Context: an optimization exercise on an open-source flow, tuned for small area, a short achievable clock period and few clock cycles per item. The choices shown serve that exercise and are no tape-out recipe. Where RTL was checked, it was by simulation tests only, not by an equivalence proof against the original. No functional check of the RTL was part of run 2. Power is estimated from default activity; no workload was simulated.

## flow/design.v (module list and top-level ports; edited modules follow where they fit)
// module PE: 716 lines
// module systolic_array: 38 lines
// module adder32: 212 lines
// module systolic_array_top: 71 lines
module systolic_array_top #(
    parameter DATAWIDTH = 16,
    parameter N_SIZE = 3
) (
    input  logic clk,
    input  logic rst_n,
    input  logic valid_in,
    input  logic [N_SIZE*DATAWIDTH-1:0] matrix_a_in,    
    input  logic [N_SIZE*DATAWIDTH-1:0] matrix_b_in,    
    output logic valid_out,
    output logic [N_SIZE*DATAWIDTH*2-1:0] matrix_c_out
);
  // ...
==> flow/flow/run.sh <==
#!/bin/bash
# The standard layout, with timing repair aiming at a 3.1 ns period (setup
# margin 6.9 ns on the 10 ns clock) instead of the 10 ns period itself, the
# port buffers made with buf_2 cells, and larger clock-sink clusters.
set -euo pipefail
bash standard.sh finish SETUP_SLACK_MARGIN=6.9 "BUFFER_PORTS_ARGS=-buffer_cell sky130_fd_sc_hd__buf_2" CTS_CLUSTER_SIZE=24 CTS_CLUSTER_DIAMETER=80 > flow.log 2>&1
==> flow/standard.sh <==
#!/bin/bash
# synth_recipe.tcl (not shown) runs the flow's synth.tcl, then flattens the netlist and writes it again
# the make line also repeats each setting of config.mk as NAME=value (left out here)
make -C /OpenROAD-flow-scripts/flow DESIGN_CONFIG=/design/flow/config.mk WORK_HOME=/design/flow/orfs CLKGATE_MAP_FILE= SYNTH_SCRIPT=/design/flow/synth_recipe.tcl "${@:-finish}"
==> flow/config.mk <==
export PLATFORM = sky130hd
export DESIGN_NAME = systolic_array_top
export DESIGN_NICKNAME = systolic_array_top
export VERILOG_FILES = /design/flow/design.v
export SDC_FILE = /design/flow/constraint.sdc
export NUM_CORES = 4
export LEC_CHECK = 0
export CAP_MARGIN = 20
export CORE_MARGIN = 2
export CORE_UTILIZATION = 40
export SLEW_MARGIN = 20
==> flow/constraint.sdc <==
create_clock -name core_clock -period 10.0 [get_ports {clk}]
set_input_delay 2.0000 -clock core_clock [delete_from_list [all_inputs] [get_ports {clk}]]
set_output_delay 2.0000 -clock core_clock [all_outputs]
set_load 0.01 [all_outputs]
==> flow_summary.html, run 1 <==
<table>
<tr><th>Metric</th><th>Value</th></tr>
<tr><th colspan="2">Run status</th></tr>
<tr><td>Result of the run</td><td>timing/DRC/antenna clean</td></tr>
<tr><th colspan="2">Drt</th></tr>
<tr><td>Routed via count</td><td>30500</td></tr>
<tr><td>Per-cell routed wire length</td><td>22.0 um</td></tr>
<tr><td>Vias per Instance</td><td>5.39</td></tr>
<tr><td>Initial DRC count</td><td>2759</td></tr>
<tr><th colspan="2">STA</th></tr>
<tr><td>Total Negative Setup Slacks</td><td>0 ns</td></tr>
<tr><td>Worst hold slack across all endpoints</td><td>0.314 ns</td></tr>
<tr><td>Actual slew at the worst max-slew pin</td><td>0.702 ns</td></tr>
<tr><td>Endpoints failing hold</td><td>0</td></tr>
<tr><th colspan="2">Setup path</th></tr>
<tr><td>Worst r2r dst</td><td>u_array.c_q[51]</td></tr>
<tr><td>WP buf/inv</td><td>1</td></tr>
<tr><td>Worst-case reg-to-reg path depth</td><td>9</td></tr>
<tr><td>Worst EP arrival</td><td>1.15 ns</td></tr>
<tr><td>Crit path capture</td><td>valid_out</td></tr>
<tr><th colspan="2">Logic synthesis</th></tr>
<tr><td>Count of cell types in the netlist</td><td>62</td></tr>
<tr><td>Cells after Synth</td><td>4153</td></tr>
<tr><td>Most instantiated library cell after synthesis</td><td>sky130_fd_sc_hd__xnor2_1</td></tr>
<tr><th colspan="2">Final layout</th></tr>
<tr><td>Number of diodes added for antenna fixing</td><td>3</td></tr>
<tr><td>Multi-input gate share of total cell area</td><td>60.7%</td></tr>
<tr><td>Highest-count cells in the layout ignoring fill and taps</td><td>sky130_fd_sc_hd__xnor2_1 (1027), sky130_fd_sc_hd__dfxtp_1 (447), sky130_fd_sc_hd__a22oi_1 (287)</td></tr>
<tr><td>Total of plain and repair buffers excluding clock buffers</td><td>313</td></tr>
<tr><td>Buffering overhead</td><td>7.15%</td></tr>
<tr><td>Max reg flops</td><td>144</td></tr>
<tr><td>Area of the multi-input gates</td><td>0.0287 mm2</td></tr>
<tr><td>Layout Cells excl Fill</td><td>5650</td></tr>
<tr><th colspan="2">Floorplanning</th></tr>
<tr><td>Initial Util</td><td>40.4%</td></tr>
<tr><th colspan="2">Placed design</th></tr>
<tr><td>Count of port buffers added during placement</td><td>195</td></tr>
<tr><td>Worst-case setup slack after placement</td><td>5.85 ns</td></tr>
<tr><th colspan="2">Clocking</th></tr>
<tr><td>Resized cells post-CTS</td><td>229</td></tr>
<tr><td>Clk Tree Root Cell</td><td>sky130_fd_sc_hd__clkbuf_16</td></tr>
<tr><td>Hold Buf Count CTS</td><td>0</td></tr>
<tr><th colspan="2">GRT</th></tr>
<tr><td>Number of antenna violations at the first check in global routing</td><td>13</td></tr>
<tr><td>GR Util All Layers</td><td>22.6%</td></tr>
</table>
Testbench counts, summed over its fixed seeds: cycles 3,840, items 320.
==> inputs of run 2 (changes only) <==
==> flow/design.v (replaced) <==
module PE (
    input  logic [8:0]  one,
    input  logic [7:0]  two,
    input  logic [7:0]  neg,
    input  logic [15:0] b,
    input  logic        first_s,    
    input  logic        first_c,    
    input  logic [31:0] s_q,
    input  logic [31:0] c_q,
    output logic [31:0] s_out,
    output logic [31:0] c_out
);
    localparam logic [31:0] START = 32'h00020000;
    logic [31:0] s_in, c_in;
    assign s_in = first_s ? START : s_q;
    assign c_in = first_c ? 32'd0 : c_q;
    logic y1, y2, y3, y4, y5, y6, y7, y8, y9, y10, y11, y12, y13, y14, y15, y16, y17, nn18, y19, y20, y21, y22, y23, y24, y25, y26, y27, y28, y29, y30, y31, y32, y33, y34, y35, nn36, y37, y38, y39, y40, y41, y42, y43, y44, y45, y46, y47, y48, y49, y50, y51, y52, y53, nn54, y55, y56, y57, y58, y59, y60, y61, y62, y63, y64, y65, y66, y67, y68, y69, y70, y71, nn72, y73, y74, y75, y76, y77, y78, y79, y80, y81, y82, y83, y84, y85, y86, y87, y88, y89, nn90, y91, y92, y93, y94, y95, y96, y97, y98, y99, y100, y101, y102, y103, y104, y105, y106, y107, nn108, y109, y110, y111, y112, y113, y114, y115, y116, y117, y118, y119, y120, y121, y122, y123, y124, y125, nn126, y127, y128, y129, y130, y131, y132, y133, y134, y135, y136, y137, y138, y139, y140, y141, y142, y143, nn144, y145, y146, y147, y148, y149, y150, y151, y152, y153, y154, y155, y156, y157, y158, y159, y160, hs161, hc162, hs163, hc164, fs165, fc166, fx167, hs168, hc169, fs170, fc171, fx172, hs173, hc174, fs175, fc176, fx177, fs178, fc179, fx180, fs181, fc182, fx183, fs184, fc185, fx186, fs187, fc188, fx189, hs190, hc191, fs192, fc193, fx194, hs195, hc196, fs197, fc198, fx199, hs200, hc201, hs202, hc203, hs204, hc205, fs206, fc207, fx208, hs209, hc210, fs211, fc212, fx213, hs214, hc215, fs216, fc217, fx218, fs219, fc220, fx221, hs222, hc223, fs224, fc225, fx226, fs227, fc228, fx229, hs230, hc231, fs232, fc233, fx234, fs235, fc236, fx237, fs238, fc239, fx240, fs241, fc242, fx243, fs244, fc245, fx246, fs247, fc248, fx249, fs250, fc251, fx252, fs253, fc254, fx255, fs256, fc257, fx258, fs259, fc260, fx261, fs262, fc263, fx264, fs265, fc266, fx267, fs268, fc269, fx270, fs271, fc272, fx273, fs274, fc275, fx276, fs277, fc278, fx279, fs280, fc281, fx282, fs283, fc284, fx285, fs286, fc287, fx288, fs289, fc290, fx291, fs292, fc293, fx294, fs295, fc296, fx297, fs298, fc299, fx300, fs301, fc302, fx303, fs304, fc305, fx306, fs307, fc308, fx309, fs310, fc311, fx312, fs313, fc314, fx315, fs316, fc317, fx318, fs319, fc320, fx321, fs322, fc323, fx324, fs325, fc326, fx327, fs328, fc329, fx330, fs331, fc332, fx333, fs334, fc335, fx336, hs337, hc338, fs339, fc340, fx341, fs342, fc343, fx344, fs345, fc346, fx347, hs348, hc349, fs350, fc351, fx352, hs353, hc354, hs355, hc356, hs357, hc358, fs359, fc360, fx361, hs362, hc363, fs364, fc365, fx366, hs367, hc368, fs369, fc370, fx371, fs372, fc373, fx374, fs375, fc376, fx377, fs378, fc379, fx380, fs381, fc382, fx383, fs384, fc385, fx386, fs387, fc388, fx389, fs390, fc391, fx392, fs393, fc394, fx395, fs396, fc397, fx398, fs399, fc400, fx401, fs402, fc403, fx404, fs405, fc406, fx407, fs408, fc409, fx410, fs411, fc412, fx413, fs414, fc415, fx416, fs417, fc418, fx419, fs420, fc421, fx422, fs423, fc424, fx425, fs426, fc427, fx428, fs429, fc430, fx431, fs432, fc433, fx434, fs435, fc436, fx437, fs438, fc439, fx440, fs441, fc442, fx443, fs444, fc445, fx446, fs447, fc448, fx449, fs450, fc451, fx452, fs453, fc454, fx455, fs456, fc457, fx458, fs459, fc460, fx461, fs462, fc463, fx464, fs465, fc466, fx467, fs468, fc469, fx470, fs471, fc472, fx473, fs474, fc475, fx476, fs477, fc478, fx479, fs480, fc481, fx482, fs483, fc484, fx485, fs486, fc487, fx488, fs489, fc490, fx491, fs492, fc493, fx494, fs495, fc496, fx497, fs498, fc499, fx500, fs501, fc502, fx503, fs504, fc505, fx506, fs507, fc508, fx509, hs510, hc511, fs512, fc513, fx514, hs515, hc516, hs517, hc518, hs519, hc520, fs521, fc522, fx523, fs524, fc525, fx526, fs527, fc528, fx529, fs530, fc531, fx532, fs533, fc534, fx535, fs536, fc537, fx538, fs539, fc540, fx541, fs542, fc543, fx544, fs545, fc546, fx547, fs548, fc549, fx550, fs551, fc552, fx553, fs554, fc555, fx556, fs557, fc558, fx559, fs560, fc561, fx562, fs563, fc564, fx565, fs566, fc567, fx568, fs569, fc570, fx571, fs572, fc573, fx574, fs575, fc576, fx577, fs578, fc579, fx580, fs581, fc582, fx583, fs584, fc585, fx586, fs587, fc588, fx589, fs590, fc591, fx592, fs593, fc594, fx595, fs596, fc597, fx598, fs599, fc600, fx601, fs602, fc603, fx604, fs605, fc606, fx607, fs608, fc609, fx610, hs611, hc612, fs613, fc614, fx615, fs616, fc617, fx618, fs619, fc620, fx621, fs622, fc623, fx624, fs625, fc626, fx627, fs628, fc629, fx630, fs631, fc632, fx633, fs634, fc635, fx636, fs637, fc638, fx639, fs640, fc641, fx642, fs643, fc644, fx645, fs646, fc647, fx648, fs649, fc650, fx651, fs652, fc653, fx654, fs655, fc656, fx657, fs658, fc659, fx660, fs661, fc662, fx663, fs664, fc665, fx666, fs667, fc668, fx669, fs670, fc671, fx672, fs673, fc674, fx675, fs676, fc677, fx678, fs679, fc680, fx681, fs682, fc683, fx684, fs685, fc686, fx687, fs688, fc689, fx690, fs691, fc692, fx693, fs694, fc695, fx696, fs697, fc698, fx699, fs700, fc701, fx702, fs703, fc704, fx705;
    assign y1 = (one[0] & b[0]) ^ neg[0];
    assign y2 = ((one[0] & b[1]) | (two[0] & b[0])) ^ neg[0];
    assign y3 = ((one[0] & b[2]) | (two[0] & b[1])) ^ neg[0];
    assign y4 = ((one[0] & b[3]) | (two[0] & b[2])) ^ neg[0];
    assign y5 = ((one[0] & b[4]) | (two[0] & b[3])) ^ neg[0];
    assign y6 = ((one[0] & b[5]) | (two[0] & b[4])) ^ neg[0];
    assign y7 = ((one[0] & b[6]) | (two[0] & b[5])) ^ neg[0];
    assign y8 = ((one[0] & b[7]) | (two[0] & b[6])) ^ neg[0];
    assign y9 = ((one[0] & b[8]) | (two[0] & b[7])) ^ neg[0];
    assign y10 = ((one[0] & b[9]) | (two[0] & b[8])) ^ neg[0];
    assign y11 = ((one[0] & b[10]) | (two[0] & b[9])) ^ neg[0];
    assign y12 = ((one[0] & b[11]) | (two[0] & b[10])) ^ neg[0];
    assign y13 = ((one[0] & b[12]) | (two[0] & b[11])) ^ neg[0];
    assign y14 = ((one[0] & b[13]) | (two[0] & b[12])) ^ neg[0];
    assign y15 = ((one[0] & b[14]) | (two[0] & b[13])) ^ neg[0];
    assign y16 = ((one[0] & b[15]) | (two[0] & b[14])) ^ neg[0];
    assign y17 = (two[0] & b[15]) ^ neg[0];
    assign nn18 = ~neg[0];
    assign y19 = (one[1] & b[0]) ^ neg[1];
    assign y20 = ((one[1] & b[1]) | (two[1] & b[0])) ^ neg[1];
    assign y21 = ((one[1] & b[2]) | (two[1] & b[1])) ^ neg[1];
    assign y22 = ((one[1] & b[3]) | (two[1] & b[2])) ^ neg[1];
    assign y23 = ((one[1] & b[4]) | (two[1] & b[3])) ^ neg[1];
    assign y24 = ((one[1] & b[5]) | (two[1] & b[4])) ^ neg[1];
    assign y25 = ((one[1] & b[6]) | (two[1] & b[5])) ^ neg[1];
    assign y26 = ((one[1] & b[7]) | (two[1] & b[6])) ^ neg[1];
    assign y27 = ((one[1] & b[8]) | (two[1] & b[7])) ^ neg[1];
    assign y28 = ((one[1] & b[9]) | (two[1] & b[8])) ^ neg[1];
    assign y29 = ((one[1] & b[10]) | (two[1] & b[9])) ^ neg[1];
    assign y30 = ((one[1] & b[11]) | (two[1] & b[10])) ^ neg[1];
    assign y31 = ((one[1] & b[12]) | (two[1] & b[11])) ^ neg[1];
    assign y32 = ((one[1] & b[13]) | (two[1] & b[12])) ^ neg[1];
    assign y33 = ((one[1] & b[14]) | (two[1] & b[13])) ^ neg[1];
    assign y34 = ((one[1] & b[15]) | (two[1] & b[14])) ^ neg[1];
    assign y35 = (two[1] & b[15]) ^ neg[1];
    assign nn36 = ~neg[1];
    assign y37 = (one[2] & b[0]) ^ neg[2];
    assign y38 = ((one[2] & b[1]) | (two[2] & b[0])) ^ neg[2];
    assign y39 = ((one[2] & b[2]) | (two[2] & b[1])) ^ neg[2];
    assign y40 = ((one[2] & b[3]) | (two[2] & b[2])) ^ neg[2];
    assign y41 = ((one[2] & b[4]) | (two[2] & b[3])) ^ neg[2];
    assign y42 = ((one[2] & b[5]) | (two[2] & b[4])) ^ neg[2];
    assign y43 = ((one[2] & b[6]) | (two[2] & b[5])) ^ neg[2];
    assign y44 = ((one[2] & b[7]) | (two[2] & b[6])) ^ neg[2];
    assign y45 = ((one[2] & b[8]) | (two[2] & b[7])) ^ neg[2];
    assign y46 = ((one[2] & b[9]) | (two[2] & b[8])) ^ neg[2];
    assign y47 = ((one[2] & b[10]) | (two[2] & b[9])) ^ neg[2];
    assign y48 = ((one[2] & b[11]) | (two[2] & b[10])) ^ neg[2];
    assign y49 = ((one[2] & b[12]) | (two[2] & b[11])) ^ neg[2];
    assign y50 = ((one[2] & b[13]) | (two[2] & b[12])) ^ neg[2];
    assign y51 = ((one[2] & b[14]) | (two[2] & b[13])) ^ neg[2];
    assign y52 = ((one[2] & b[15]) | (two[2] & b[14])) ^ neg[2];
    assign y53 = (two[2] & b[15]) ^ neg[2];
    assign nn54 = ~neg[2];
    assign y55 = (one[3] & b[0]) ^ neg[3];
    assign y56 = ((one[3] & b[1]) | (two[3] & b[0])) ^ neg[3];
    assign y57 = ((one[3] & b[2]) | (two[3] & b[1])) ^ neg[3];
    assign y58 = ((one[3] & b[3]) | (two[3] & b[2])) ^ neg[3];
    assign y59 = ((one[3] & b[4]) | (two[3] & b[3])) ^ neg[3];
    assign y60 = ((one[3] & b[5]) | (two[3] & b[4])) ^ neg[3];
    assign y61 = ((one[3] & b[6]) | (two[3] & b[5])) ^ neg[3];
    assign y62 = ((one[3] & b[7]) | (two[3] & b[6])) ^ neg[3];
    assign y63 = ((one[3] & b[8]) | (two[3] & b[7])) ^ neg[3];
    assign y64 = ((one[3] & b[9]) | (two[3] & b[8])) ^ neg[3];
    assign y65 = ((one[3] & b[10]) | (two[3] & b[9])) ^ neg[3];
    assign y66 = ((one[3] & b[11]) | (two[3] & b[10])) ^ neg[3];
    assign y67 = ((one[3] & b[12]) | (two[3] & b[11])) ^ neg[3];
    assign y68 = ((one[3] & b[13]) | (two[3] & b[12])) ^ neg[3];
    assign y69 = ((one[3] & b[14]) | (two[3] & b[13])) ^ neg[3];
    assign y70 = ((one[3] & b[15]) | (two[3] & b[14])) ^ neg[3];
    assign y71 = (two[3] & b[15]) ^ neg[3];
    assign nn72 = ~neg[3];
    assign y73 = (one[4] & b[0]) ^ neg[4];
    assign y74 = ((one[4] & b[1]) | (two[4] & b[0])) ^ neg[4];
    assign y75 = ((one[4] & b[2]) | (two[4] & b[1])) ^ neg[4];
    assign y76 = ((one[4] & b[3]) | (two[4] & b[2])) ^ neg[4];
    assign y77 = ((one[4] & b[4]) | (two[4] & b[3])) ^ neg[4];
    assign y78 = ((one[4] & b[5]) | (two[4] & b[4])) ^ neg[4];
    assign y79 = ((one[4] & b[6]) | (two[4] & b[5])) ^ neg[4];
    assign y80 = ((one[4] & b[7]) | (two[4] & b[6])) ^ neg[4];
    assign y81 = ((one[4] & b[8]) | (two[4] & b[7])) ^ neg[4];
    assign y82 = ((one[4] & b[9]) | (two[4] & b[8])) ^ neg[4];
    assign y83 = ((one[4] & b[10]) | (two[4] & b[9])) ^ neg[4];
    assign y84 = ((one[4] & b[11]) | (two[4] & b[10])) ^ neg[4];
    assign y85 = ((one[4] & b[12]) | (two[4] & b[11])) ^ neg[4];
    assign y86 = ((one[4] & b[13]) | (two[4] & b[12])) ^ neg[4];
    assign y87 = ((one[4] & b[14]) | (two[4] & b[13])) ^ neg[4];
    assign y88 = ((one[4] & b[15]) | (two[4] & b[14])) ^ neg[4];
    assign y89 = (two[4] & b[15]) ^ neg[4];
    assign nn90 = ~neg[4];
    assign y91 = (one[5] & b[0]) ^ neg[5];
    assign y92 = ((one[5] & b[1]) | (two[5] & b[0])) ^ neg[5];
    assign y93 = ((one[5] & b[2]) | (two[5] & b[1])) ^ neg[5];
    assign y94 = ((one[5] & b[3]) | (two[5] & b[2])) ^ neg[5];
    assign y95 = ((one[5] & b[4]) | (two[5] & b[3])) ^ neg[5];
    assign y96 = ((one[5] & b[5]) | (two[5] & b[4])) ^ neg[5];
    assign y97 = ((one[5] & b[6]) | (two[5] & b[5])) ^ neg[5];
    assign y98 = ((one[5] & b[7]) | (two[5] & b[6])) ^ neg[5];
    assign y99 = ((one[5] & b[8]) | (two[5] & b[7])) ^ neg[5];
    assign y100 = ((one[5] & b[9]) | (two[5] & b[8])) ^ neg[5];
    assign y101 = ((one[5] & b[10]) | (two[5] & b[9])) ^ neg[5];
    assign y102 = ((one[5] & b[11]) | (two[5] & b[10])) ^ neg[5];
    assign y103 = ((one[5] & b[12]) | (two[5] & b[11])) ^ neg[5];
    assign y104 = ((one[5] & b[13]) | (two[5] & b[12])) ^ neg[5];
    assign y105 = ((one[5] & b[14]) | (two[5] & b[13])) ^ neg[5];
    assign y106 = ((one[5] & b[15]) | (two[5] & b[14])) ^ neg[5];
    assign y107 = (two[5] & b[15]) ^ neg[5];
    assign nn108 = ~neg[5];
    assign y109 = (one[6] & b[0]) ^ neg[6];
    assign y110 = ((one[6] & b[1]) | (two[6] & b[0])) ^ neg[6];
    assign y111 = ((one[6] & b[2]) | (two[6] & b[1])) ^ neg[6];
    assign y112 = ((one[6] & b[3]) | (two[6] & b[2])) ^ neg[6];
    assign y113 = ((one[6] & b[4]) | (two[6] & b[3])) ^ neg[6];
    assign y114 = ((one[6] & b[5]) | (two[6] & b[4])) ^ neg[6];
    assign y115 = ((one[6] & b[6]) | (two[6] & b[5])) ^ neg[6];
    assign y116 = ((one[6] & b[7]) | (two[6] & b[6])) ^ neg[6];
    assign y117 = ((one[6] & b[8]) | (two[6] & b[7])) ^ neg[6];
    assign y118 = ((one[6] & b[9]) | (two[6] & b[8])) ^ neg[6];
    assign y119 = ((one[6] & b[10]) | (two[6] & b[9])) ^ neg[6];
    assign y120 = ((one[6] & b[11]) | (two[6] & b[10])) ^ neg[6];
    assign y121 = ((one[6] & b[12]) | (two[6] & b[11])) ^ neg[6];
    assign y122 = ((one[6] & b[13]) | (two[6] & b[12])) ^ neg[6];
    assign y123 = ((one[6] & b[14]) | (two[6] & b[13])) ^ neg[6];
    assign y124 = ((one[6] & b[15]) | (two[6] & b[14])) ^ neg[6];
    assign y125 = (two[6] & b[15]) ^ neg[6];
    assign nn126 = ~neg[6];
    assign y127 = (one[7] & b[0]) ^ neg[7];
    assign y128 = ((one[7] & b[1]) | (two[7] & b[0])) ^ neg[7];
    assign y129 = ((one[7] & b[2]) | (two[7] & b[1])) ^ neg[7];
    assign y130 = ((one[7] & b[3]) | (two[7] & b[2])) ^ neg[7];
    assign y131 = ((one[7] & b[4]) | (two[7] & b[3])) ^ neg[7];
    assign y132 = ((one[7] & b[5]) | (two[7] & b[4])) ^ neg[7];
    assign y133 = ((one[7] & b[6]) | (two[7] & b[5])) ^ neg[7];
    assign y134 = ((one[7] & b[7]) | (two[7] & b[6])) ^ neg[7];
    assign y135 = ((one[7] & b[8]) | (two[7] & b[7])) ^ neg[7];
    assign y136 = ((one[7] & b[9]) | (two[7] & b[8])) ^ neg[7];
    assign y137 = ((one[7] & b[10]) | (two[7] & b[9])) ^ neg[7];
    assign y138 = ((one[7] & b[11]) | (two[7] & b[10])) ^ neg[7];
    assign y139 = ((one[7] & b[12]) | (two[7] & b[11])) ^ neg[7];
    assign y140 = ((one[7] & b[13]) | (two[7] & b[12])) ^ neg[7];
    assign y141 = ((one[7] & b[14]) | (two[7] & b[13])) ^ neg[7];
    assign y142 = ((one[7] & b[15]) | (two[7] & b[14])) ^ neg[7];
    assign y143 = (two[7] & b[15]) ^ neg[7];
    assign nn144 = ~neg[7];
    assign y145 = one[8] & b[0];
    assign y146 = one[8] & b[1];
    assign y147 = one[8] & b[2];
    assign y148 = one[8] & b[3];
    assign y149 = one[8] & b[4];
    assign y150 = one[8] & b[5];
    assign y151 = one[8] & b[6];
    assign y152 = one[8] & b[7];
    assign y153 = one[8] & b[8];
    assign y154 = one[8] & b[9];
    assign y155 = one[8] & b[10];
    assign y156 = one[8] & b[11];
    assign y157 = one[8] & b[12];
    assign y158 = one[8] & b[13];
    assign y159 = one[8] & b[14];
    assign y160 = one[8] & b[15];
    assign hs161 = neg[6] ^ y13;
    assign hc162 = neg[6] & y13;
    assign hs163 = y14 ^ y30;
    assign hc164 = y14 & y30;
    assign fx167 = neg[7] ^ y15;
    assign fs165 = fx167 ^ y31;
    assign fc166 = fx167 ? y31 : neg[7];
    assign hs168 = y47 ^ y63;
    assign hc169 = y47 & y63;
    assign fx172 = y16 ^ y32;
    assign fs170 = fx172 ^ y48;
    assign fc171 = fx172 ? y48 : y16;
    assign hs173 = y64 ^ y80;
    assign hc174 = y64 & y80;
    assign fx177 = y17 ^ y33;
    assign fs175 = fx177 ^ y49;
    assign fc176 = fx177 ? y49 : y17;
    assign fx180 = y65 ^ y81;
    assign fs178 = fx180 ^ y97;
    assign fc179 = fx180 ? y97 : y65;
    assign fx183 = nn18 ^ y34;
    assign fs181 = fx183 ^ y50;
    assign fc182 = fx183 ? y50 : nn18;
    assign fx186 = y66 ^ y82;
    assign fs184 = fx186 ^ y98;
    assign fc185 = fx186 ? y98 : y66;
    assign fx189 = y35 ^ y51;
    assign fs187 = fx189 ^ y67;
    assign fc188 = fx189 ? y67 : y35;
    assign hs190 = y83 ^ y99;
    assign hc191 = y83 & y99;
    assign fx194 = nn36 ^ y52;
    assign fs192 = fx194 ^ y68;
    assign fc193 = fx194 ? y68 : nn36;
    assign hs195 = y84 ^ y100;
    assign hc196 = y84 & y100;
    assign fx199 = y53 ^ y69;
    assign fs197 = fx199 ^ y85;
    assign fc198 = fx199 ? y85 : y53;
    assign hs200 = nn54 ^ y70;
    assign hc201 = nn54 & y70;
    assign hs202 = neg[3] ^ y7;
    assign hc203 = neg[3] & y7;
    assign hs204 = y8 ^ y24;
    assign hc205 = y8 & y24;
    assign fx208 = neg[4] ^ y9;
    assign fs206 = fx208 ^ y25;
    assign fc207 = fx208 ? y25 : neg[4];
    assign hs209 = y41 ^ y57;
    assign hc210 = y41 & y57;
    assign fx213 = y10 ^ y26;
    assign fs211 = fx213 ^ y42;
    assign fc212 = fx213 ? y42 : y10;
    assign hs214 = y58 ^ y74;
    assign hc215 = y58 & y74;
    assign fx218 = neg[5] ^ y11;
    assign fs216 = fx218 ^ y27;
    assign fc217 = fx218 ? y27 : neg[5];
    assign fx221 = y43 ^ y59;
    assign fs219 = fx221 ^ y75;
    assign fc220 = fx221 ? y75 : y43;
    assign hs222 = y91 ^ s_in[10];
    assign hc223 = y91 & s_in[10];
    assign fx226 = y12 ^ y28;
    assign fs224 = fx226 ^ y44;
    assign fc225 = fx226 ? y44 : y12;
    assign fx229 = y60 ^ y76;
    assign fs227 = fx229 ^ y92;
    assign fc228 = fx229 ? y92 : y60;
    assign hs230 = s_in[11] ^ c_in[11];
    assign hc231 = s_in[11] & c_in[11];
    assign fx234 = y29 ^ y45;
    assign fs232 = fx234 ^ y61;
    assign fc233 = fx234 ? y61 : y29;
    assign fx237 = y77 ^ y93;
    assign fs235 = fx237 ^ y109;
    assign fc236 = fx237 ? y109 : y77;
    assign fx240 = hs161 ^ s_in[12];
    assign fs238 = fx240 ^ c_in[12];
    assign fc239 = fx240 ? c_in[12] : hs161;
    assign fx243 = y46 ^ y62;
    assign fs241 = fx243 ^ y78;
    assign fc242 = fx243 ? y78 : y46;
    assign fx246 = y94 ^ y110;
    assign fs244 = fx246 ^ hc162;
    assign fc245 = fx246 ? hc162 : y94;
    assign fx249 = hs163 ^ s_in[13];
    assign fs247 = fx249 ^ c_in[13];
    assign fc248 = fx249 ? c_in[13] : hs163;
    assign fx252 = y79 ^ y95;
    assign fs250 = fx252 ^ y111;
    assign fc251 = fx252 ? y111 : y79;
    assign fx255 = y127 ^ hc164;
    assign fs253 = fx255 ^ hs168;
    assign fc254 = fx255 ? hs168 : y127;
    assign fx258 = fs165 ^ s_in[14];
    assign fs256 = fx258 ^ c_in[14];
    assign fc257 = fx258 ? c_in[14] : fs165;
    assign fx261 = y96 ^ y112;
    assign fs259 = fx261 ^ y128;
    assign fc260 = fx261 ? y128 : y96;
    assign fx264 = hc169 ^ hs173;
    assign fs262 = fx264 ^ fc166;
    assign fc263 = fx264 ? fc166 : hc169;
    assign fx267 = fs170 ^ s_in[15];
    assign fs265 = fx267 ^ c_in[15];
    assign fc266 = fx267 ? c_in[15] : fs170;
    assign fx270 = y113 ^ y129;
    assign fs268 = fx270 ^ y145;
    assign fc269 = fx270 ? y145 : y113;
    assign fx273 = hc174 ^ fc171;
    assign fs271 = fx273 ^ fs175;
    assign fc272 = fx273 ? fs175 : hc174;
    assign fx276 = fs178 ^ s_in[16];
    assign fs274 = fx276 ^ c_in[16];
    assign fc275 = fx276 ? c_in[16] : fs178;
    assign fx279 = y114 ^ y130;
    assign fs277 = fx279 ^ y146;
    assign fc278 = fx279 ? y146 : y114;
    assign fx282 = fc176 ^ fc179;
    assign fs280 = fx282 ^ fs181;
    assign fc281 = fx282 ? fs181 : fc176;
    assign fx285 = fs184 ^ s_in[17];
    assign fs283 = fx285 ^ c_in[17];
    assign fc284 = fx285 ? c_in[17] : fs184;
    assign fx288 = y115 ^ y131;
    assign fs286 = fx288 ^ y147;
    assign fc287 = fx288 ? y147 : y115;
    assign fx291 = hs190 ^ fc182;
    assign fs289 = fx291 ^ fc185;
    assign fc290 = fx291 ? fc185 : hs190;
    assign fx294 = fs187 ^ s_in[18];
    assign fs292 = fx294 ^ c_in[18];
    assign fc293 = fx294 ? c_in[18] : fs187;
    assign fx297 = y116 ^ y132;
    assign fs295 = fx297 ^ y148;
    assign fc296 = fx297 ? y148 : y116;
    assign fx300 = hc191 ^ hs195;
    assign fs298 = fx300 ^ fc188;
    assign fc299 = fx300 ? fc188 : hc191;
    assign fx303 = fs192 ^ s_in[19];
    assign fs301 = fx303 ^ c_in[19];
    assign fc302 = fx303 ? c_in[19] : fs192;
    assign fx306 = y101 ^ y117;
    assign fs304 = fx306 ^ y133;
    assign fc305 = fx306 ? y133 : y101;
    assign fx309 = y149 ^ hc196;
    assign fs307 = fx309 ^ fc193;
    assign fc308 = fx309 ? fc193 : y149;
    assign fx312 = fs197 ^ s_in[20];
    assign fs310 = fx312 ^ c_in[20];
    assign fc311 = fx312 ? c_in[20] : fs197;
    assign fx315 = y86 ^ y102;
    assign fs313 = fx315 ^ y118;
    assign fc314 = fx315 ? y118 : y86;
    assign fx318 = y134 ^ y150;
    assign fs316 = fx318 ^ hs200;
    assign fc317 = fx318 ? hs200 : y134;
    assign fx321 = fc198 ^ s_in[21];
    assign fs319 = fx321 ^ c_in[21];
    assign fc320 = fx321 ? c_in[21] : fc198;
    assign fx324 = y71 ^ y87;
    assign fs322 = fx324 ^ y103;
    assign fc323 = fx324 ? y103 : y71;
    assign fx327 = y119 ^ y135;
    assign fs325 = fx327 ^ y151;
    assign fc326 = fx327 ? y151 : y119;
    assign fx330 = hc201 ^ s_in[22];
    assign fs328 = fx330 ^ c_in[22];
    assign fc329 = fx330 ? c_in[22] : hc201;
    assign fx333 = nn72 ^ y88;
    assign fs331 = fx333 ^ y104;
    assign fc332 = fx333 ? y104 : nn72;
    assign fx336 = y120 ^ y136;
    assign fs334 = fx336 ^ y152;
    assign fc335 = fx336 ? y152 : y120;
    assign hs337 = s_in[23] ^ c_in[23];
    assign hc338 = s_in[23] & c_in[23];
    assign fx341 = y89 ^ y105;
    assign fs339 = fx341 ^ y121;
    assign fc340 = fx341 ? y121 : y89;
    assign fx344 = y137 ^ y153;
    assign fs342 = fx344 ^ s_in[24];
    assign fc343 = fx344 ? s_in[24] : y137;
    assign fx347 = nn90 ^ y106;
    assign fs345 = fx347 ^ y122;
    assign fc346 = fx347 ? y122 : nn90;
    assign hs348 = y138 ^ y154;
    assign hc349 = y138 & y154;
    assign fx352 = y107 ^ y123;
    assign fs350 = fx352 ^ y139;
    assign fc351 = fx352 ? y139 : y107;
    assign hs353 = nn108 ^ y124;
    assign hc354 = nn108 & y124;
    assign hs355 = neg[1] ^ y3;
    assign hc356 = neg[1] & y3;
    assign hs357 = y4 ^ y20;
    assign hc358 = y4 & y20;
    assign fx361 = neg[2] ^ y5;
    assign fs359 = fx361 ^ y21;
    assign fc360 = fx361 ? y21 : neg[2];
    assign hs362 = y37 ^ s_in[4];
    assign hc363 = y37 & s_in[4];
    assign fx366 = y6 ^ y22;
    assign fs364 = fx366 ^ y38;
    assign fc365 = fx366 ? y38 : y6;
    assign hs367 = s_in[5] ^ c_in[5];
    assign hc368 = s_in[5] & c_in[5];
    assign fx371 = y23 ^ y39;
    assign fs369 = fx371 ^ y55;
    assign fc370 = fx371 ? y55 : y23;
    assign fx374 = hs202 ^ s_in[6];
    assign fs372 = fx374 ^ c_in[6];
    assign fc373 = fx374 ? c_in[6] : hs202;
    assign fx377 = y40 ^ y56;
    assign fs375 = fx377 ^ hc203;
    assign fc376 = fx377 ? hc203 : y40;
    assign fx380 = hs204 ^ s_in[7];
    assign fs378 = fx380 ^ c_in[7];
    assign fc379 = fx380 ? c_in[7] : hs204;
    assign fx383 = y73 ^ hc205;
    assign fs381 = fx383 ^ hs209;
    assign fc382 = fx383 ? hs209 : y73;
    assign fx386 = fs206 ^ s_in[8];
    assign fs384 = fx386 ^ c_in[8];
    assign fc385 = fx386 ? c_in[8] : fs206;
    assign fx389 = hc210 ^ hs214;
    assign fs387 = fx389 ^ fc207;
    assign fc388 = fx389 ? fc207 : hc210;
    assign fx392 = fs211 ^ s_in[9];
    assign fs390 = fx392 ^ c_in[9];
    assign fc391 = fx392 ? c_in[9] : fs211;
    assign fx395 = hc215 ^ fc212;
    assign fs393 = fx395 ^ fs216;
    assign fc394 = fx395 ? fs216 : hc215;
    assign fx398 = fs219 ^ c_in[10];
    assign fs396 = fx398 ^ hs222;
    assign fc397 = fx398 ? hs222 : fs219;
    assign fx401 = fc217 ^ fc220;
    assign fs399 = fx401 ^ fs224;
    assign fc400 = fx401 ? fs224 : fc217;
    assign fx404 = fs227 ^ hc223;
    assign fs402 = fx404 ^ hs230;
    assign fc403 = fx404 ? hs230 : fs227;
    assign fx407 = fc225 ^ fc228;
    assign fs405 = fx407 ^ fs232;
    assign fc406 = fx407 ? fs232 : fc225;
    assign fx410 = fs235 ^ hc231;
    assign fs408 = fx410 ^ fs238;
    assign fc409 = fx410 ? fs238 : fs235;
    assign fx413 = fc233 ^ fc236;
    assign fs411 = fx413 ^ fs241;
    assign fc412 = fx413 ? fs241 : fc233;
    assign fx416 = fs244 ^ fc239;
    assign fs414 = fx416 ^ fs247;
    assign fc415 = fx416 ? fs247 : fs244;
    assign fx419 = fc242 ^ fs250;
    assign fs417 = fx419 ^ fc245;
    assign fc418 = fx419 ? fc245 : fc242;
    assign fx422 = fs253 ^ fc248;
    assign fs420 = fx422 ^ fs256;
    assign fc421 = fx422 ? fs256 : fs253;
    assign fx425 = fc251 ^ fs259;
    assign fs423 = fx425 ^ fc254;
    assign fc424 = fx425 ? fc254 : fc251;
    assign fx428 = fs262 ^ fc257;
    assign fs426 = fx428 ^ fs265;
    assign fc427 = fx428 ? fs265 : fs262;
    assign fx431 = fc260 ^ fs268;
    assign fs429 = fx431 ^ fc263;
    assign fc430 = fx431 ? fc263 : fc260;
    assign fx434 = fs271 ^ fc266;
    assign fs432 = fx434 ^ fs274;
    assign fc433 = fx434 ? fs274 : fs271;
    assign fx437 = fc269 ^ fs277;
    assign fs435 = fx437 ^ fc272;
    assign fc436 = fx437 ? fc272 : fc269;
    assign fx440 = fs280 ^ fc275;
    assign fs438 = fx440 ^ fs283;
    assign fc439 = fx440 ? fs283 : fs280;
    assign fx443 = fc278 ^ fs286;
    assign fs441 = fx443 ^ fs289;
    assign fc442 = fx443 ? fs289 : fc278;
    assign fx446 = fc281 ^ fc284;
    assign fs444 = fx446 ^ fs292;
    assign fc445 = fx446 ? fs292 : fc281;
    assign fx449 = fc287 ^ fs295;
    assign fs447 = fx449 ^ fc290;
    assign fc448 = fx449 ? fc290 : fc287;
    assign fx452 = fs298 ^ fc293;
    assign fs450 = fx452 ^ fs301;
    assign fc451 = fx452 ? fs301 : fs298;
    assign fx455 = fc296 ^ fs304;
    assign fs453 = fx455 ^ fc299;
    assign fc454 = fx455 ? fc299 : fc296;
    assign fx458 = fs307 ^ fc302;
    assign fs456 = fx458 ^ fs310;
    assign fc457 = fx458 ? fs310 : fs307;
    assign fx461 = fc305 ^ fs313;
    assign fs459 = fx461 ^ fs316;
    assign fc460 = fx461 ? fs316 : fc305;
    assign fx464 = fc308 ^ fc311;
    assign fs462 = fx464 ^ fs319;
    assign fc463 = fx464 ? fs319 : fc308;
    assign fx467 = fc314 ^ fs322;
    assign fs465 = fx467 ^ fs325;
    assign fc466 = fx467 ? fs325 : fc314;
    assign fx470 = fc317 ^ fc320;
    assign fs468 = fx470 ^ fs328;
    assign fc469 = fx470 ? fs328 : fc317;
    assign fx473 = fc323 ^ fc326;
    assign fs471 = fx473 ^ fs331;
    assign fc472 = fx473 ? fs331 : fc323;
    assign fx476 = fs334 ^ hs337;
    assign fs474 = fx476 ^ fc329;
    assign fc475 = fx476 ? fc329 : fs334;
    assign fx479 = fc332 ^ fc335;
    assign fs477 = fx479 ^ fs339;
    assign fc478 = fx479 ? fs339 : fc332;
    assign fx482 = c_in[24] ^ hc338;
    assign fs480 = fx482 ^ fs342;
    assign fc481 = fx482 ? fs342 : c_in[24];
    assign fx485 = hs348 ^ fc340;
    assign fs483 = fx485 ^ fs345;
    assign fc484 = fx485 ? fs345 : hs348;
    assign fx488 = s_in[25] ^ c_in[25];
    assign fs486 = fx488 ^ fc343;
    assign fc487 = fx488 ? fc343 : s_in[25];
    assign fx491 = y155 ^ hc349;
    assign fs489 = fx491 ^ fc346;
    assign fc490 = fx491 ? fc346 : y155;
    assign fx494 = fs350 ^ s_in[26];
    assign fs492 = fx494 ^ c_in[26];
    assign fc493 = fx494 ? c_in[26] : fs350;
    assign fx497 = y140 ^ y156;
    assign fs495 = fx497 ^ hs353;
    assign fc496 = fx497 ? hs353 : y140;
    assign fx500 = fc351 ^ s_in[27];
    assign fs498 = fx500 ^ c_in[27];
    assign fc499 = fx500 ? c_in[27] : fc351;
    assign fx503 = y125 ^ y141;
    assign fs501 = fx503 ^ y157;
    assign fc502 = fx503 ? y157 : y125;
    assign fx506 = hc354 ^ s_in[28];
    assign fs504 = fx506 ^ c_in[28];
    assign fc505 = fx506 ? c_in[28] : hc354;
    assign fx509 = nn126 ^ y142;
    assign fs507 = fx509 ^ y158;
    assign fc508 = fx509 ? y158 : nn126;
    assign hs510 = s_in[29] ^ c_in[29];
    assign hc511 = s_in[29] & c_in[29];
    assign fx514 = y143 ^ y159;
    assign fs512 = fx514 ^ s_in[30];
    assign fc513 = fx514 ? s_in[30] : y143;
    assign hs515 = nn144 ^ y160;
    assign hc516 = nn144 & y160;
    assign hs517 = neg[0] ^ y1;
    assign hc518 = neg[0] & y1;
    assign hs519 = y2 ^ s_in[1];
    assign hc520 = y2 & s_in[1];
    assign fx523 = y19 ^ hs355;
    assign fs521 = fx523 ^ s_in[2];
    assign fc522 = fx523 ? s_in[2] : y19;
    assign fx526 = hc356 ^ hs357;
    assign fs524 = fx526 ^ s_in[3];
    assign fc525 = fx526 ? s_in[3] : hc356;
    assign fx529 = hc358 ^ fs359;
    assign fs527 = fx529 ^ c_in[4];
    assign fc528 = fx529 ? c_in[4] : hc358;
    assign fx532 = fc360 ^ fs364;
    assign fs530 = fx532 ^ hc363;
    assign fc531 = fx532 ? hc363 : fc360;
    assign fx535 = fc365 ^ fs369;
    assign fs533 = fx535 ^ hc368;
    assign fc534 = fx535 ? hc368 : fc365;
    assign fx538 = fc370 ^ fs375;
    assign fs536 = fx538 ^ fc373;
    assign fc537 = fx538 ? fc373 : fc370;
    assign fx541 = fc376 ^ fs381;
    assign fs539 = fx541 ^ fc379;
    assign fc540 = fx541 ? fc379 : fc376;
    assign fx544 = fc382 ^ fs387;
    assign fs542 = fx544 ^ fc385;
    assign fc543 = fx544 ? fc385 : fc382;
    assign fx547 = fc388 ^ fs393;
    assign fs545 = fx547 ^ fc391;
    assign fc546 = fx547 ? fc391 : fc388;
    assign fx550 = fc394 ^ fs399;
    assign fs548 = fx550 ^ fc397;
    assign fc549 = fx550 ? fc397 : fc394;
    assign fx553 = fc400 ^ fs405;
    assign fs551 = fx553 ^ fc403;
    assign fc552 = fx553 ? fc403 : fc400;
    assign fx556 = fc406 ^ fs411;
    assign fs554 = fx556 ^ fc409;
    assign fc555 = fx556 ? fc409 : fc406;
    assign fx559 = fc412 ^ fs417;
    assign fs557 = fx559 ^ fc415;
    assign fc558 = fx559 ? fc415 : fc412;
    assign fx562 = fc418 ^ fs423;
    assign fs560 = fx562 ^ fc421;
    assign fc561 = fx562 ? fc421 : fc418;
    assign fx565 = fc424 ^ fs429;
    assign fs563 = fx565 ^ fc427;
    assign fc564 = fx565 ? fc427 : fc424;
    assign fx568 = fc430 ^ fs435;
    assign fs566 = fx568 ^ fc433;
    assign fc567 = fx568 ? fc433 : fc430;
    assign fx571 = fc436 ^ fs441;
    assign fs569 = fx571 ^ fc439;
    assign fc570 = fx571 ? fc439 : fc436;
    assign fx574 = fs447 ^ fc442;
    assign fs572 = fx574 ^ fc445;
    assign fc573 = fx574 ? fc445 : fs447;
    assign fx577 = fc448 ^ fs453;
    assign fs575 = fx577 ^ fc451;
    assign fc576 = fx577 ? fc451 : fc448;
    assign fx580 = fc454 ^ fs459;
    assign fs578 = fx580 ^ fc457;
    assign fc579 = fx580 ? fc457 : fc454;
    assign fx583 = fs465 ^ fc460;
    assign fs581 = fx583 ^ fc463;
    assign fc582 = fx583 ? fc463 : fs465;
    assign fx586 = fc466 ^ fs471;
    assign fs584 = fx586 ^ fs474;
    assign fc585 = fx586 ? fs474 : fc466;
    assign fx589 = fc472 ^ fs477;
    assign fs587 = fx589 ^ fc475;
    assign fc588 = fx589 ? fc475 : fc472;
    assign fx592 = fc478 ^ fs483;
    assign fs590 = fx592 ^ fs486;
    assign fc591 = fx592 ? fs486 : fc478;
    assign fx595 = fs489 ^ fc484;
    assign fs593 = fx595 ^ fs492;
    assign fc594 = fx595 ? fs492 : fs489;
    assign fx598 = fs495 ^ fc490;
    assign fs596 = fx598 ^ fc493;
    assign fc597 = fx598 ? fc493 : fs495;
    assign fx601 = fs501 ^ fc496;
    assign fs599 = fx601 ^ fc499;
    assign fc600 = fx601 ? fc499 : fs501;
    assign fx604 = fc502 ^ fs507;
    assign fs602 = fx604 ^ hs510;
    assign fc603 = fx604 ? hs510 : fc502;
    assign fx607 = fc508 ^ c_in[30];
    assign fs605 = fx607 ^ hc511;
    assign fc606 = fx607 ? hc511 : fc508;
    assign fx610 = hs515 ^ s_in[31];
    assign fs608 = fx610 ^ c_in[31];
    assign fc609 = fx610 ? c_in[31] : hs515;
    assign hs611 = hs517 ^ s_in[0];
    assign hc612 = hs517 & s_in[0];
    assign fx615 = hc518 ^ c_in[1];
    assign fs613 = fx615 ^ hs519;
    assign fc614 = fx615 ? hs519 : hc518;
    assign fx618 = c_in[2] ^ hc520;
    assign fs616 = fx618 ^ fs521;
    assign fc617 = fx618 ? fs521 : c_in[2];
    assign fx621 = c_in[3] ^ fc522;
    assign fs619 = fx621 ^ fs524;
    assign fc620 = fx621 ? fs524 : c_in[3];
    assign fx624 = hs362 ^ fc525;
    assign fs622 = fx624 ^ fs527;
    assign fc623 = fx624 ? fs527 : hs362;
    assign fx627 = hs367 ^ fc528;
    assign fs625 = fx627 ^ fs530;
    assign fc626 = fx627 ? fs530 : hs367;
    assign fx630 = fs372 ^ fc531;
    assign fs628 = fx630 ^ fs533;
    assign fc629 = fx630 ? fs533 : fs372;
    assign fx633 = fs378 ^ fc534;
    assign fs631 = fx633 ^ fs536;
    assign fc632 = fx633 ? fs536 : fs378;
    assign fx636 = fs384 ^ fc537;
    assign fs634 = fx636 ^ fs539;
    assign fc635 = fx636 ? fs539 : fs384;
    assign fx639 = fs390 ^ fc540;
    assign fs637 = fx639 ^ fs542;
    assign fc638 = fx639 ? fs542 : fs390;
    assign fx642 = fs396 ^ fc543;
    assign fs640 = fx642 ^ fs545;
    assign fc641 = fx642 ? fs545 : fs396;
    assign fx645 = fs402 ^ fc546;
    assign fs643 = fx645 ^ fs548;
    assign fc644 = fx645 ? fs548 : fs402;
    assign fx648 = fs408 ^ fc549;
    assign fs646 = fx648 ^ fs551;
    assign fc647 = fx648 ? fs551 : fs408;
    assign fx651 = fs414 ^ fc552;
    assign fs649 = fx651 ^ fs554;
    assign fc650 = fx651 ? fs554 : fs414;
    assign fx654 = fs420 ^ fc555;
    assign fs652 = fx654 ^ fs557;
    assign fc653 = fx654 ? fs557 : fs420;
    assign fx657 = fs426 ^ fc558;
    assign fs655 = fx657 ^ fs560;
    assign fc656 = fx657 ? fs560 : fs426;
    assign fx660 = fs432 ^ fc561;
    assign fs658 = fx660 ^ fs563;
    assign fc659 = fx660 ? fs563 : fs432;
    assign fx663 = fs438 ^ fc564;
    assign fs661 = fx663 ^ fs566;
    assign fc662 = fx663 ? fs566 : fs438;
    assign fx666 = fs444 ^ fc567;
    assign fs664 = fx666 ^ fs569;
    assign fc665 = fx666 ? fs569 : fs444;
    assign fx669 = fs450 ^ fc570;
    assign fs667 = fx669 ^ fs572;
    assign fc668 = fx669 ? fs572 : fs450;
    assign fx672 = fs456 ^ fc573;
    assign fs670 = fx672 ^ fs575;
    assign fc671 = fx672 ? fs575 : fs456;
    assign fx675 = fs462 ^ fc576;
    assign fs673 = fx675 ^ fs578;
    assign fc674 = fx675 ? fs578 : fs462;
    assign fx678 = fs468 ^ fc579;
    assign fs676 = fx678 ^ fs581;
    assign fc677 = fx678 ? fs581 : fs468;
    assign fx681 = fc469 ^ fc582;
    assign fs679 = fx681 ^ fs584;
    assign fc680 = fx681 ? fs584 : fc469;
    assign fx684 = fs480 ^ fs587;
    assign fs682 = fx684 ^ fc585;
    assign fc683 = fx684 ? fc585 : fs480;
    assign fx687 = fc481 ^ fc588;
    assign fs685 = fx687 ^ fs590;
    assign fc686 = fx687 ? fs590 : fc481;
    assign fx690 = fc487 ^ fs593;
    assign fs688 = fx690 ^ fc591;
    assign fc689 = fx690 ? fc591 : fc487;
    assign fx693 = fs498 ^ fs596;
    assign fs691 = fx693 ^ fc594;
    assign fc692 = fx693 ? fc594 : fs498;
    assign fx696 = fs504 ^ fc597;
    assign fs694 = fx696 ^ fs599;
    assign fc695 = fx696 ? fs599 : fs504;
    assign fx699 = fc505 ^ fs602;
    assign fs697 = fx699 ^ fc600;
    assign fc698 = fx699 ? fc600 : fc505;
    assign fx702 = fs512 ^ fs605;
    assign fs700 = fx702 ^ fc603;
    assign fc701 = fx702 ? fc603 : fs512;
    assign fx705 = fc513 ^ fs608;
    assign fs703 = fx705 ^ fc606;
    assign fc704 = fx705 ? fc606 : fc513;
    assign s_out = {fs703, fs700, fs697, fs694, fs691, fs688, fs685, fs682, fs679, fs676, fs673, fs670, fs667, fs664, fs661, fs658, fs655, fs652, fs649, fs646, fs643, fs640, fs637, fs634, fs631, fs628, fs625, fs622, fs619, fs616, fs613, hs611};
    assign c_out = {fc701, fc698, fc695, fc692, fc689, fc686, fc683, fc680, fc677, fc674, fc671, fc668, fc665, fc662, fc659, fc656, fc653, fc650, fc647, fc644, fc641, fc638, fc635, fc632, fc629, fc626, fc623, fc620, fc617, fc614, hc612, c_in[0]};
endmodule
module systolic_array (
    input  logic        clk,
    input  logic [1:0]  first,     
    input  logic [8:0]  one,
    input  logic [7:0]  two,
    input  logic [7:0]  neg,
    input  logic [47:0] b,
    output logic [95:0] sum
);
    logic [2:0][31:0] s_q, c_q, s_d, c_d;
    logic [95:0]      sum_d;
    genvar j;
    generate
        for (j = 0; j < 3; j++) begin : g_add
            adder32 add (.a(s_q[j]), .b(c_q[j]), .y(sum_d[32*j +: 32]));
        end
    endgenerate
    PE pe0 (
        .one(one), .two(two), .neg(neg), .b(b[15:0]),
        .first_s(first[0]), .first_c(first[0]),
        .s_q(s_q[0]), .c_q(c_q[0]), .s_out(s_d[0]), .c_out(c_d[0])
    );
    PE pe1 (
        .one(one), .two(two), .neg(neg), .b(b[31:16]),
        .first_s(first[1]), .first_c(first[1]),
        .s_q(s_q[1]), .c_q(c_q[1]), .s_out(s_d[1]), .c_out(c_d[1])
    );
    PE pe2 (
        .one(one), .two(two), .neg(neg), .b(b[47:32]),
        .first_s(first[0]), .first_c(first[1]),
        .s_q(s_q[2]), .c_q(c_q[2]), .s_out(s_d[2]), .c_out(c_d[2])
    );
    always_ff @(posedge clk) begin
        s_q <= s_d;
        c_q <= c_d;
        sum <= sum_d;
    end
endmodule
module adder32 (
    input  logic [31:0] a,
    input  logic [31:0] b,
    output logic [31:0] y
);
    logic [31:0] g0, p0;
    assign g0 = a & b;
    assign p0 = a ^ b;
    logic g1, p1;
    assign g1 = g0[1] | (p0[1] & g0[0]);
    assign p1 = p0[1] & p0[0];
    logic g2, p2;
    assign g2 = g0[3] | (p0[3] & g0[2]);
    assign p2 = p0[3] & p0[2];
    logic g3, p3;
    assign g3 = g0[5] | (p0[5] & g0[4]);
    assign p3 = p0[5] & p0[4];
    logic g4, p4;
    assign g4 = g0[7] | (p0[7] & g0[6]);
    assign p4 = p0[7] & p0[6];
    logic g5, p5;
    assign g5 = g0[9] | (p0[9] & g0[8]);
    assign p5 = p0[9] & p0[8];
    logic g6, p6;
    assign g6 = g0[11] | (p0[11] & g0[10]);
    assign p6 = p0[11] & p0[10];
    logic g7, p7;
    assign g7 = g0[13] | (p0[13] & g0[12]);
    assign p7 = p0[13] & p0[12];
    logic g8, p8;
    assign g8 = g0[15] | (p0[15] & g0[14]);
    assign p8 = p0[15] & p0[14];
    logic g9, p9;
    assign g9 = g0[17] | (p0[17] & g0[16]);
    assign p9 = p0[17] & p0[16];
    logic g10, p10;
    assign g10 = g0[19] | (p0[19] & g0[18]);
    assign p10 = p0[19] & p0[18];
    logic g11, p11;
    assign g11 = g0[21] | (p0[21] & g0[20]);
    assign p11 = p0[21] & p0[20];
    logic g12, p12;
    assign g12 = g0[23] | (p0[23] & g0[22]);
    assign p12 = p0[23] & p0[22];
    logic g13, p13;
    assign g13 = g0[25] | (p0[25] & g0[24]);
    assign p13 = p0[25] & p0[24];
    logic g14, p14;
    assign g14 = g0[27] | (p0[27] & g0[26]);
    assign p14 = p0[27] & p0[26];
    logic g15, p15;
    assign g15 = g0[29] | (p0[29] & g0[28]);
    assign p15 = p0[29] & p0[28];
    logic g16, p16;
    assign g16 = g0[31] | (p0[31] & g0[30]);
    assign p16 = p0[31] & p0[30];
    logic g17, p17;
    assign g17 = g2 | (p2 & g1);
    assign p17 = p2 & p1;
    logic g18, p18;
    assign g18 = g4 | (p4 & g3);
    assign p18 = p4 & p3;
    logic g19, p19;
    assign g19 = g6 | (p6 & g5);
    assign p19 = p6 & p5;
    logic g20, p20;
    assign g20 = g8 | (p8 & g7);
    assign p20 = p8 & p7;
    logic g21, p21;
    assign g21 = g10 | (p10 & g9);
    assign p21 = p10 & p9;
    logic g22, p22;
    assign g22 = g12 | (p12 & g11);
    assign p22 = p12 & p11;
    logic g23, p23;
    assign g23 = g14 | (p14 & g13);
    assign p23 = p14 & p13;
    logic g24, p24;
    assign g24 = g16 | (p16 & g15);
    assign p24 = p16 & p15;
    logic g25, p25;
    assign g25 = g18 | (p18 & g17);
    assign p25 = p18 & p17;
    logic g26, p26;
    assign g26 = g20 | (p20 & g19);
    assign p26 = p20 & p19;
    logic g27, p27;
    assign g27 = g22 | (p22 & g21);
    assign p27 = p22 & p21;
    logic g28, p28;
    assign g28 = g24 | (p24 & g23);
    assign p28 = p24 & p23;
    logic g29, p29;
    assign g29 = g26 | (p26 & g25);
    assign p29 = p26 & p25;
    logic g30, p30;
    assign g30 = g28 | (p28 & g27);
    assign p30 = p28 & p27;
    logic g31, p31;
    assign g31 = g30 | (p30 & g29);
    assign p31 = p30 & p29;
    logic g32, p32;
    assign g32 = g27 | (p27 & g29);
    assign p32 = p27 & p29;
    logic g33, p33;
    assign g33 = g19 | (p19 & g25);
    assign p33 = p19 & p25;
    logic g34, p34;
    assign g34 = g21 | (p21 & g29);
    assign p34 = p21 & p29;
    logic g35, p35;
    assign g35 = g23 | (p23 & g32);
    assign p35 = p23 & p32;
    logic g36, p36;
    assign g36 = g3 | (p3 & g17);
    assign p36 = p3 & p17;
    logic g37, p37;
    assign g37 = g5 | (p5 & g25);
    assign p37 = p5 & p25;
    logic g38, p38;
    assign g38 = g7 | (p7 & g33);
    assign p38 = p7 & p33;
    logic g39, p39;
    assign g39 = g9 | (p9 & g29);
    assign p39 = p9 & p29;
    logic g40, p40;
    assign g40 = g11 | (p11 & g34);
    assign p40 = p11 & p34;
    logic g41, p41;
    assign g41 = g13 | (p13 & g32);
    assign p41 = p13 & p32;
    logic g42, p42;
    assign g42 = g15 | (p15 & g35);
    assign p42 = p15 & p35;
    logic g43, p43;
    assign g43 = g0[2] | (p0[2] & g1);
    assign p43 = p0[2] & p1;
    logic g44, p44;
    assign g44 = g0[4] | (p0[4] & g17);
    assign p44 = p0[4] & p17;
    logic g45, p45;
    assign g45 = g0[6] | (p0[6] & g36);
    assign p45 = p0[6] & p36;
    logic g46, p46;
    assign g46 = g0[8] | (p0[8] & g25);
    assign p46 = p0[8] & p25;
    logic g47, p47;
    assign g47 = g0[10] | (p0[10] & g37);
    assign p47 = p0[10] & p37;
    logic g48, p48;
    assign g48 = g0[12] | (p0[12] & g33);
    assign p48 = p0[12] & p33;
    logic g49, p49;
    assign g49 = g0[14] | (p0[14] & g38);
    assign p49 = p0[14] & p38;
    logic g50, p50;
    assign g50 = g0[16] | (p0[16] & g29);
    assign p50 = p0[16] & p29;
    logic g51, p51;
    assign g51 = g0[18] | (p0[18] & g39);
    assign p51 = p0[18] & p39;
    logic g52, p52;
    assign g52 = g0[20] | (p0[20] & g34);
    assign p52 = p0[20] & p34;
    logic g53, p53;
    assign g53 = g0[22] | (p0[22] & g40);
    assign p53 = p0[22] & p40;
    logic g54, p54;
    assign g54 = g0[24] | (p0[24] & g32);
    assign p54 = p0[24] & p32;
    logic g55, p55;
    assign g55 = g0[26] | (p0[26] & g41);
    assign p55 = p0[26] & p41;
    logic g56, p56;
    assign g56 = g0[28] | (p0[28] & g35);
    assign p56 = p0[28] & p35;
    logic g57, p57;
    assign g57 = g0[30] | (p0[30] & g42);
    assign p57 = p0[30] & p42;
    assign y[0] = p0[0];
    assign y[1] = p0[1] ^ g0[0];
    assign y[2] = p0[2] ^ g1;
    assign y[3] = p0[3] ^ g43;
    assign y[4] = p0[4] ^ g17;
    assign y[5] = p0[5] ^ g44;
    assign y[6] = p0[6] ^ g36;
    assign y[7] = p0[7] ^ g45;
    assign y[8] = p0[8] ^ g25;
    assign y[9] = p0[9] ^ g46;
    assign y[10] = p0[10] ^ g37;
    assign y[11] = p0[11] ^ g47;
    assign y[12] = p0[12] ^ g33;
    assign y[13] = p0[13] ^ g48;
    assign y[14] = p0[14] ^ g38;
    assign y[15] = p0[15] ^ g49;
    assign y[16] = p0[16] ^ g29;
    assign y[17] = p0[17] ^ g50;
    assign y[18] = p0[18] ^ g39;
    assign y[19] = p0[19] ^ g51;
    assign y[20] = p0[20] ^ g34;
    assign y[21] = p0[21] ^ g52;
    assign y[22] = p0[22] ^ g40;
    assign y[23] = p0[23] ^ g53;
    assign y[24] = p0[24] ^ g32;
    assign y[25] = p0[25] ^ g54;
    assign y[26] = p0[26] ^ g41;
    assign y[27] = p0[27] ^ g55;
    assign y[28] = p0[28] ^ g35;
    assign y[29] = p0[29] ^ g56;
    assign y[30] = p0[30] ^ g42;
    assign y[31] = p0[31] ^ g57;
endmodule
module systolic_array_top #(
    parameter DATAWIDTH = 16,
    parameter N_SIZE = 3
) (
    input  logic clk,
    input  logic rst_n,
    input  logic valid_in,
    input  logic [N_SIZE*DATAWIDTH-1:0] matrix_a_in,    
    input  logic [N_SIZE*DATAWIDTH-1:0] matrix_b_in,    
    output logic valid_out,
    output logic [N_SIZE*DATAWIDTH*2-1:0] matrix_c_out
);
    logic [3:0] cnt;
    logic       first_c, first_k;
    logic [2:0] k;
    logic       rot;
    always_ff @(posedge clk) begin
        rot     <= cnt >= 4'd2 && cnt <= 4'd9;
        first_c <= (cnt == 4'd0 && valid_in) || cnt == 4'd3 || cnt == 4'd6;
        k       <= cnt == 4'd0 ? 3'b001 : {k[1:0], k[2]};
    end
    assign first_k = k[0];
    always_ff @(posedge clk, negedge rst_n) begin
        if (!rst_n) begin
            cnt       <= 4'd0;
            valid_out <= 1'b0;
        end else begin
            if (cnt == 4'd0) begin
                if (valid_in) cnt <= 4'd1;
            end else if (cnt != 4'd11) begin
                cnt <= cnt + 4'd1;
            end
            valid_out <= cnt == 4'd4 || cnt == 4'd7 || cnt == 4'd10;
        end
    end
    logic [15:0]      a_next;
    logic [16:0]      a_pad;
    logic [2:0][15:0] a1, a2;
    logic [2:0][47:0] b;
    logic [8:0]       one;
    logic [7:0]       two, neg;
    assign a_next = rot ? a1[2] : matrix_a_in[15:0];
    assign a_pad  = {a_next, 1'b0};
    always_ff @(posedge clk) begin
        for (int i = 0; i < 8; i++) begin
            one[i] <= a_pad[2*i+1] ^ a_pad[2*i];
            two[i] <= (a_pad[2*i+2] & ~a_pad[2*i+1] & ~a_pad[2*i])
                    | (~a_pad[2*i+2] & a_pad[2*i+1] & a_pad[2*i]);
            neg[i] <= a_pad[2*i+2];
        end
        one[8] <= a_next[15];
        a1[0] <= rot ? a2[2] : matrix_a_in[31:16];
        a1[1] <= a1[0];
        a1[2] <= a1[1];
        a2[0] <= matrix_a_in[47:32];
        a2[1] <= a2[0];
        a2[2] <= a2[1];
        b[0]  <= rot ? b[2] : matrix_b_in;
        b[1]  <= b[0];
        b[2]  <= b[1];
    end
    systolic_array u_array (
        .clk  (clk),
        .first({first_k, first_c}),
        .one  (one),
        .two  (two),
        .neg  (neg),
        .b    (b[0]),
        .sum  (matrix_c_out)
    );
endmodule
==> flow/flow/run.sh (replaced) <==
#!/bin/bash
# The standard layout, with timing repair aiming at a 3.2 ns period (setup
# margin 6.8 ns on the 10 ns clock) instead of the 10 ns period itself, and
# the port buffers made with buf_2 cells.
set -euo pipefail
bash standard.sh finish SETUP_SLACK_MARGIN=6.8 "BUFFER_PORTS_ARGS=-buffer_cell sky130_fd_sc_hd__buf_2" > flow.log 2>&1
==> flow_summary.html, run 2 <==
<table>
<tr><th>Metric</th><th>Value</th></tr>
<tr><th colspan="2">GRT</th></tr>
<tr><td>Via count of the first global-routing pass</td><td>29700</td></tr>
<tr><td>Number of antenna violations at the first check in global routing</td><td>13 (unchanged)</td></tr>
<tr><td>GR Util All Layers</td><td>21.9% (-0.67 points)</td></tr>
<tr><th colspan="2">Logic synthesis</th></tr>
<tr><td>Most instantiated library cell after synthesis</td><td>sky130_fd_sc_hd__xnor2_1</td></tr>
<tr><td>Syn_area_per_cell</td><td>9.65 um2</td></tr>
<tr><td>Count of cell types in the netlist</td><td>65 (+4.8%)</td></tr>
<tr><td>Largest area contributor in the netlist</td><td>sky130_fd_sc_hd__dfxtp_1</td></tr>
<tr><td>Cells after Synth</td><td>4209 (+1.3%)</td></tr>
<tr><td>Most frequent cells after synthesis</td><td>sky130_fd_sc_hd__xnor2_1 (1106), sky130_fd_sc_hd__dfxtp_1 (554), sky130_fd_sc_hd__a22oi_1 (354), sky130_fd_sc_hd__maj3_1 (312), sky130_fd_sc_hd__nand2_1 (237)</td></tr>
<tr><td>Main flop type after synthesis</td><td>sky130_fd_sc_hd__dfxtp_1</td></tr>
<tr><th colspan="2">Placed design</th></tr>
<tr><td>Worst-case setup slack after placement</td><td>5.73 ns (-0.119 ns)</td></tr>
<tr><td>Count of port buffers added during placement</td><td>195 (unchanged)</td></tr>
<tr><td>GPL Wtd Cong</td><td>0.856</td></tr>
<tr><th colspan="2">Final layout</th></tr>
<tr><td>Layout Utilization</td><td>46.4%</td></tr>
<tr><td>Highest-count cells in the layout ignoring fill and taps</td><td>sky130_fd_sc_hd__xnor2_1 (1091), sky130_fd_sc_hd__dfxtp_1 (473), sky130_fd_sc_hd__a22oi_1 (353)</td></tr>
<tr><td>Registers with the most flip-flops</td><td>b (144), u_array.s_q (96), u_array.sum (96)</td></tr>
<tr><td>Max reg flops</td><td>144 (unchanged)</td></tr>
<tr><td>Largest register by flop count</td><td>b</td></tr>
<tr><td>Layout cell share with drive strength beyond 1</td><td>15.8%</td></tr>
<tr><td>Number of nets at the end of the flow</td><td>4619</td></tr>
<tr><td>Layout Area Growth over Synthesis</td><td>14.5%</td></tr>
<tr><td>Layout Cells excl Fill</td><td>5727 (+1.4%)</td></tr>
<tr><th colspan="2">Clocking</th></tr>
<tr><td>TritonCTS buffer count</td><td>71</td></tr>
<tr><td>Hold Buf Count CTS</td><td>0 (unchanged)</td></tr>
<tr><td>Clk Tree Root Cell</td><td>sky130_fd_sc_hd__clkbuf_16</td></tr>
<tr><th colspan="2">STA</th></tr>
<tr><td>Endpoints failing hold</td><td>0 (unchanged)</td></tr>
<tr><td>Total Negative Setup Slacks</td><td>0 ns (unchanged)</td></tr>
<tr><td>Actual slew at the worst max-slew pin</td><td>0.663 ns (-0.0387 ns)</td></tr>
<tr><th colspan="2">Drt</th></tr>
<tr><td>Initial DRC count</td><td>2637 (-4.4%)</td></tr>
<tr><td>Per-cell routed wire length</td><td>21.2 um (-3.6%)</td></tr>
<tr><td>Routed via count</td><td>30600 (+0.52%)</td></tr>
<tr><td>Vias per Instance</td><td>5.35 (-0.83%)</td></tr>
<tr><th colspan="2">Setup path</th></tr>
<tr><td>Slowest library cell on the worst path</td><td>sky130_fd_sc_hd__fa_1</td></tr>
<tr><td>Worst EP arrival</td><td>3.71 ns (+2.56 ns)</td></tr>
<tr><td>CP Capture Type</td><td>flop</td></tr>
<tr><td>Stages on the worst setup path</td><td>11</td></tr>
<tr><td>Critical path, cell by cell</td><td>ha_1 &gt; a21o_1 &gt; a21oi_4 &gt; o21bai_1 &gt; a21o_1 &gt; a21oi_4 &gt; o31a_1 &gt; nor3_2 &gt; a21oi_2 &gt; o41ai_4 &gt; fa_1</td></tr>
<tr><td>WP buf/inv</td><td>0 (-1)</td></tr>
<tr><td>Largest fanout on the critical path</td><td>3</td></tr>
<tr><td>Worst-case reg-to-reg path depth</td><td>11 (+2)</td></tr>
<tr><td>Class of the most critical setup path</td><td>reg2reg</td></tr>
<tr><td>Kind of start point of the critical path</td><td>flop</td></tr>
<tr><th colspan="2">Flow run</th></tr>
<tr><td>Number of maximum-capacitance violations</td><td>0</td></tr>
<tr><th colspan="2">Run status</th></tr>
<tr><td>Result of the run</td><td>timing/DRC/antenna clean</td></tr>
<tr><th colspan="2">Pwr</th></tr>
<tr><td>Pwr dens</td><td>406 mW/mm2</td></tr>
<tr><td>Overall power</td><td>18.9 mW</td></tr>
<tr><th colspan="2">Min path</th></tr>
<tr><td>Number of instances on the worst hold path</td><td>0</td></tr>
<tr><th colspan="2">Floorplanning</th></tr>
<tr><td>Horiz. Die Dim</td><td>323 um</td></tr>
<tr><td>Initial Util</td><td>40.5% (+0.084 points)</td></tr>
</table>
-- run 2: metrics by stage --
| stage | area [um2] | hold slack, ns |
|---|---|---|
| 2_1_floorplan | 40700 | 0.310 |
| 3_3_place_gp | 42200 | 0.310 |
| 3_5_place_dp | 42200 | 0.312 |
| 4_1_cts | 45400 | 0.315 |
| 5_1_grt | 46500 | 0.324 |
| 6_report | 46500 | 0.311 |
-- run 2: final cells by class --
class | count | area, um2
Multi-Input combinational cell | 3257 | 27900
Tap cell | 1357 | 1700
Clock buffer | 92 | 2020
Timing Repair Buffer | 295 | 2450
Sequential cell | 559 | 11400
Clock inverter | 36 | 524
Fill cell | 9442 | 53800
Inverter | 129 | 500
Antenna cell | 2 | 5.00
-- run 2: path summary, 6_finish.rpt --
kind / from / to / slack [ns]
max: u_array.s_q[66] / u_array.sum[94] / 6.80
min: b[86] / b[134] / 0.31
max reg2reg: u_array.s_q[66] / u_array.sum[94] / 6.80
min reg2reg: b[86] / b[134] / 0.31
max in group asynchronous: rst_n / cnt[2] / 8.70
min in group asynchronous: rst_n / cnt[1] / 1.15
-- run 2: kinds of logic after synthesis --
| group | after synthesis | share of synthesized area (%) |
|---|---|---|
| xor gates and xnor gates | 1359 | 31.5 |
| AOI/OAI and AO/OA | 678 | 11.4 |
| and+or+nand+nor | 569 | 6.30 |
| adders and majority gates | 566 | 16.2 |
| DFF | 559 | 27.6 |
| buffers and inverters | 393 | 4.58 |
| muxes | 85 | 2.30 |
-- run 2: timing repair --
| action | CTS | global route |
|---|---|---|
| cloned | 2 | 19 |
| buffers inserted | 19 | 26 |
| gates resized for setup | 130 | 112 |
| pin swaps | 14 | 29 |
| setup endpoints to repair | 144 | 94 |
-- run 2: power breakdown --
group	internal (mW)	switching, mW	total [mW]	leakage, nW
clock	1.64	1.10	2.73	1.24
sequential	3.17	0.625	3.79	4.75
combinational	6.43	5.92	12.4	12.2
total	11.2	7.64	18.9	18.2
-- run 2: layer usage --
metal / share of wire [%] / routed length [um]
met1: 45 / 54000
met2: 42 / 50800
met3: 9.7 / 11800
met4: 3.8 / 4590
met5: 0.13 / 161
